This is an optimization exercise on Yosys and OpenROAD, whose aim is small area, not a production implementation. In this exercise RTL edits were held to simulation tests only and were not proved equivalent to the original. Power is estimated from default activity; no workload was simulated.

## cedar
// router_top
module router_top(clk,rst,din,rd_en0,rd_en1,rd_en2,pkt_vld,vld_out0,vld_out1,vld_out2,dout0,dout1,dout2,busy,err);
Size in the first run: roughly 43 I/O pins, roughly 16000 sq um of cells after synthesis.
export LEC_CHECK = 0
export CAP_MARGIN = 20
export CORE_MARGIN = 2
export CORE_UTILIZATION = 40
export SLEW_MARGIN = 20
create_clock -name core_clock -period 4.0 [get_ports {clk}]
standard.sh (not shown) runs the stock make flow with config.mk's settings and CLKGATE_MAP_FILE= SYNTH_SCRIPT=/design/flow/synth_recipe.tcl, a recipe that flattens the netlist after the stock synthesis.
==> flow/flow/run.sh <==
#!/bin/bash
# Own layout flow: the standard layout (standard.sh) with
#  - the standard synthesis script, but an area-oriented ABC mapping script
#    (flow/area.abc) for the combinational logic; registers are mapped by
#    dfflibmap before ABC exactly as in the standard synthesis,
#  - smaller port buffers,
#  - a clock tree of clkbuf_8 leaves without dummy loads.
set -euo pipefail
W=$PWD
sed "s#log_cmd abc {\*}\$abc_args#set abc_args [lreplace \$abc_args 1 1 $W/flow/area.abc]; log_cmd abc {*}\$abc_args#" \
  "$FLOW_HOME/scripts/synth.tcl" > "$W/synth_area.tcl"
grep -q "flow/area.abc" "$W/synth_area.tcl"
sed "s#source \$::env(SCRIPTS_DIR)/synth.tcl#source $W/synth_area.tcl#" synth_recipe.tcl > "$W/synth_recipe_area.tcl"
grep -q "synth_area.tcl" "$W/synth_recipe_area.tcl"
sed "s#SYNTH_SCRIPT=[^ ]*#SYNTH_SCRIPT=$W/synth_recipe_area.tcl#" standard.sh > "$W/standard_area.sh"
grep -q "synth_recipe_area.tcl" "$W/standard_area.sh"
export BUFFER_PORTS_ARGS="-buffer_cell sky130_fd_sc_hd__buf_1"
export CTS_ARGS="-sink_clustering_enable -repair_clock_nets -sink_clustering_size 16 -sink_clustering_max_diameter 80 -buf_list sky130_fd_sc_hd__clkbuf_8 -dont_use_dummy_load"
bash "$W/standard_area.sh" finish > standard_flow.log 2>&1
==> flow/flow/area.abc <==
strash
&get -n
&st
&syn2
&dch -f
&nf -a -R 100
&put
topo
stime -c
Edits applied to the flow inputs when going from cedar to raven:
Settings: SLEW_MARGIN changed from 20 to 5; CAP_MARGIN changed from 20 to 5; CORE_UTILIZATION changed from 40 to 60.
diff --git a/flow/flow/run.sh b/flow/flow/run.sh
--- a/flow/flow/run.sh
+++ b/flow/flow/run.sh
@@ -6,3 +6,6 @@
 #  - smaller port buffers,
-#  - a clock tree of clkbuf_8 leaves without dummy loads.
+#  - a clock tree of clkbuf_8 leaves (up to 18 sinks each) without dummy loads,
+#  - no pre-placement upsizing (ABC buffers are removed instead),
+#  - global placement that does not keep its timing-driven buffering, and
+#    downsizing of non-critical cells after global routing.
 set -euo pipefail
@@ -17,3 +20,6 @@
 export BUFFER_PORTS_ARGS="-buffer_cell sky130_fd_sc_hd__buf_1"
-export CTS_ARGS="-sink_clustering_enable -repair_clock_nets -sink_clustering_size 16 -sink_clustering_max_diameter 80 -buf_list sky130_fd_sc_hd__clkbuf_8 -dont_use_dummy_load"
+export REMOVE_ABC_BUFFERS=1
+export RECOVER_POWER=100
+export GPL_KEEP_OVERFLOW=0
+export CTS_ARGS="-sink_clustering_enable -repair_clock_nets -sink_clustering_size 18 -sink_clustering_max_diameter 100 -buf_list sky130_fd_sc_hd__clkbuf_8 -dont_use_dummy_load"
 bash "$W/standard_area.sh" finish > standard_flow.log 2>&1
[summary]
raven reached the end of the flow, and the finished layout is clean on the timing, DRC and antenna checks. Delta (raven minus cedar): number of standard cells in the layout, taps in and fillers out lower; post-layout worst setup margin lower; multiplexer fraction of the synthesized cell area roughly the same.
#### Input delta (fjord over raven)
Settings: changing CAP_MARGIN from 5 to 20; changing CORE_UTILIZATION from 60 to 40; changing SLEW_MARGIN from 5 to 20.
diff --git a/flow/flow/run.sh b/flow/flow/run.sh
--- a/flow/flow/run.sh
+++ b/flow/flow/run.sh
@@ -6,5 +6,4 @@
 #  - smaller port buffers,
-#  - a clock tree of clkbuf_8 leaves (up to 18 sinks each) without dummy loads,
-#  - no pre-placement upsizing (ABC buffers are removed instead),
-#  - global placement that does not keep its timing-driven buffering, and
+#  - a clock tree of clkbuf_8 leaves without dummy loads,
+#  - no pre-placement upsizing (ABC buffers are removed instead) and
 #    downsizing of non-critical cells after global routing.
@@ -23,3 +22,3 @@
 export GPL_KEEP_OVERFLOW=0
-export CTS_ARGS="-sink_clustering_enable -repair_clock_nets -sink_clustering_size 18 -sink_clustering_max_diameter 100 -buf_list sky130_fd_sc_hd__clkbuf_8 -dont_use_dummy_load"
+export CTS_ARGS="-sink_clustering_enable -repair_clock_nets -sink_clustering_size 16 -sink_clustering_max_diameter 80 -buf_list sky130_fd_sc_hd__clkbuf_8 -dont_use_dummy_load"
 bash "$W/standard_area.sh" finish > standard_flow.log 2>&1
[summary]
Minimum period implied by the final worst setup slack: raven and fjord compared, lower one is raven. Delta (fjord minus raven): clock share of power grew by 1.0 points; area added between synthesis and finish grew by 1.9 points.
The inputs of garnet differ from those of fjord as listed below.
Settings: a change of CORE_UTILIZATION from 40 to 60; a change of SLEW_MARGIN from 20 to 5; a change of CAP_MARGIN from 20 to 5.
diff --git a/flow/flow/run.sh b/flow/flow/run.sh
--- a/flow/flow/run.sh
+++ b/flow/flow/run.sh
@@ -7,3 +7,4 @@
 #  - a clock tree of clkbuf_8 leaves without dummy loads,
-#  - no pre-placement upsizing (ABC buffers are removed instead) and
+#  - no pre-placement upsizing (ABC buffers are removed instead),
+#  - global placement that does not keep its timing-driven buffering, and
 #    downsizing of non-critical cells after global routing.
@@ -22,3 +23,3 @@
 export GPL_KEEP_OVERFLOW=0
-export CTS_ARGS="-sink_clustering_enable -repair_clock_nets -sink_clustering_size 16 -sink_clustering_max_diameter 80 -buf_list sky130_fd_sc_hd__clkbuf_8 -dont_use_dummy_load"
+export CTS_ARGS="-sink_clustering_enable -repair_clock_nets -sink_clustering_size 18 -sink_clustering_max_diameter 100 -buf_list sky130_fd_sc_hd__clkbuf_8 -dont_use_dummy_load"
 bash "$W/standard_area.sh" finish > standard_flow.log 2>&1
==> flow/flow/area.abc <==
strash
&get -n
&st
&syn4
&dch -f
&nf -a -R 100
&put
topo
stime -c
- | global-route usage | garnet vs fjord | 8.1 points higher |
- Diff garnet..fjord | power drawn by the sequential cells | negligible
- On garnet: length in cells of the worst reg-to-reg path is 1 higher than what fjord gave.
- Count of clock-buffer cells in the layout is lower on garnet
- When garnet is measured against fjord, its synthesis-to-finish area growth turns out 2.0 points lower.
- Per the comparison of garnet with fjord, share of the clock period used by the worst path after layout shows a reduction of 1.2 points; number of non-clock buffers in the layout shows a reduction of 19%; number of vias after detailed routing shows an increase of 102; pre-CTS worst setup slack shows a reduction of 0.14 ns.
- Looking at cell-internal power, garnet sits below fjord.
- Power density over the cells was lower in the run labelled garnet.
Changes in yarrow relative to garnet:
Settings: swapping 60 for 40 in CORE_UTILIZATION; swapping 5 for 20 in CAP_MARGIN; swapping 5 for 20 in SLEW_MARGIN.
diff --git a/flow/flow/run.sh b/flow/flow/run.sh
--- a/flow/flow/run.sh
+++ b/flow/flow/run.sh
@@ -7,4 +7,3 @@
 #  - a clock tree of clkbuf_8 leaves without dummy loads,
-#  - no pre-placement upsizing (ABC buffers are removed instead),
-#  - global placement that does not keep its timing-driven buffering, and
+#  - no pre-placement upsizing (ABC buffers are removed instead) and
 #    downsizing of non-critical cells after global routing.
@@ -22,4 +21,3 @@
 export RECOVER_POWER=100
-export GPL_KEEP_OVERFLOW=0
-export CTS_ARGS="-sink_clustering_enable -repair_clock_nets -sink_clustering_size 18 -sink_clustering_max_diameter 100 -buf_list sky130_fd_sc_hd__clkbuf_8 -dont_use_dummy_load"
+export CTS_ARGS="-sink_clustering_enable -repair_clock_nets -sink_clustering_size 16 -sink_clustering_max_diameter 80 -buf_list sky130_fd_sc_hd__clkbuf_8 -dont_use_dummy_load"
 bash "$W/standard_area.sh" finish > standard_flow.log 2>&1
==> flow/flow/area.abc <==
strash
&get -n
&st
&syn2
&dch -f
&nf -a -R 100
&put
topo
stime -c
==> summary.txt <==
No stage failed in yarrow, and the final checks on the layout all came back clean. For final standard cell count with taps included and fillers excluded, dividing the value from garnet by the value from yarrow gives 0.854. Between garnet and yarrow, the difference in sequential power is negligible. Diff garnet -> yarrow: worst hold slack lower, global-route wire length before repair higher.
The inputs of xenon differ from those of yarrow as listed below.
Settings: swapping 20 for 5 in CAP_MARGIN; swapping 40 for 60 in CORE_UTILIZATION; swapping 20 for 5 in SLEW_MARGIN.
diff --git a/flow/flow/run.sh b/flow/flow/run.sh
--- a/flow/flow/run.sh
+++ b/flow/flow/run.sh
@@ -6,4 +6,5 @@
 #  - smaller port buffers,
-#  - a clock tree of clkbuf_8 leaves without dummy loads,
-#  - no pre-placement upsizing (ABC buffers are removed instead) and
+#  - a clock tree of clkbuf_8 leaves (up to 18 sinks each) without dummy loads,
+#  - no pre-placement upsizing (ABC buffers are removed instead),
+#  - global placement that does not keep its timing-driven buffering, and
 #    downsizing of non-critical cells after global routing.
@@ -21,3 +22,4 @@
 export RECOVER_POWER=100
-export CTS_ARGS="-sink_clustering_enable -repair_clock_nets -sink_clustering_size 16 -sink_clustering_max_diameter 80 -buf_list sky130_fd_sc_hd__clkbuf_8 -dont_use_dummy_load"
+export GPL_KEEP_OVERFLOW=0
+export CTS_ARGS="-sink_clustering_enable -repair_clock_nets -sink_clustering_size 18 -sink_clustering_max_diameter 100 -buf_list sky130_fd_sc_hd__clkbuf_8 -dont_use_dummy_load"
 bash "$W/standard_area.sh" finish > standard_flow.log 2>&1
==> flow/flow/area.abc <==
strash
&get -n
&st
&syn4
&dch -f
&nf -a -R 100
&put
topo
stime -c
## What came out
Going from yarrow to xenon, met2 wire length grew by a few percent.
Die area in xenon vs yarrow: down 14000 sq um
Relative to yarrow, the share of synthesized cell area in and, or, nand and nor gates of xenon is lower by 0.40 points.
Global-route wire length before repair: xenon vs yarrow down 0.81%
xenon vs yarrow on detailed placer's ending HPWL: xenon is the higher one.
Cmp yarrow and xenon / number of H-tree branching levels / lower: xenon
Diff yarrow -> xenon: number of antenna violations at the first check in global routing lost 1, synthesized area saw a decrease, total power shows a reduction of about 4.3%.
Re sequential cell count of the final layout: no difference whatsoever between xenon and yarrow.

[afterwards: timing with drivers on the ports]
No port has a modelled driver above. Below, the same layouts with a new extraction and two added sets of constraints.
Step 1, drivers: a clkbuf_16 drives clk and a buf_2 each remaining input, both assumed.
Step 2 also shifts input and output timing later by t, the mid clock arrival at the registers, as if the neighbouring blocks saw the same clock.
Slacks: no drivers / after step 1 / after step 2; pairs: no drivers / after step 1.
run | shift t [ns] | slack for setup (ns) | hold slack, ns | worst register clock-pin slew, ns | worst data-port slew with drivers (ns)
cedar | 0.674 | 0.355 / 0.309 / 0.610 | 0.427 / 0.402 / 0.436 | 0.11 / 0.11 | 0.08
raven | 0.641 | 0.236 / 0.189 / 0.381 | 0.422 / 0.422 / 0.422 | 0.12 / 0.12 | 0.06
fjord | 0.659 | 0.189 / 0.142 / 0.351 | 0.425 / 0.423 / 0.428 | 0.11 / 0.11 | 0.11
garnet | 0.621 | 0.236 / 0.188 / 0.292 | 0.420 / 0.413 / 0.420 | 0.12 / 0.12 | 0.07
yarrow | 0.595 | 0.407 / 0.361 / 0.516 | 0.413 / 0.413 / 0.413 | 0.10 / 0.10 | 0.09
xenon | 0.621 | 0.236 / 0.188 / 0.292 | 0.420 / 0.413 / 0.420 | 0.12 / 0.12 | 0.07
After both steps every run listed still meets setup and hold.
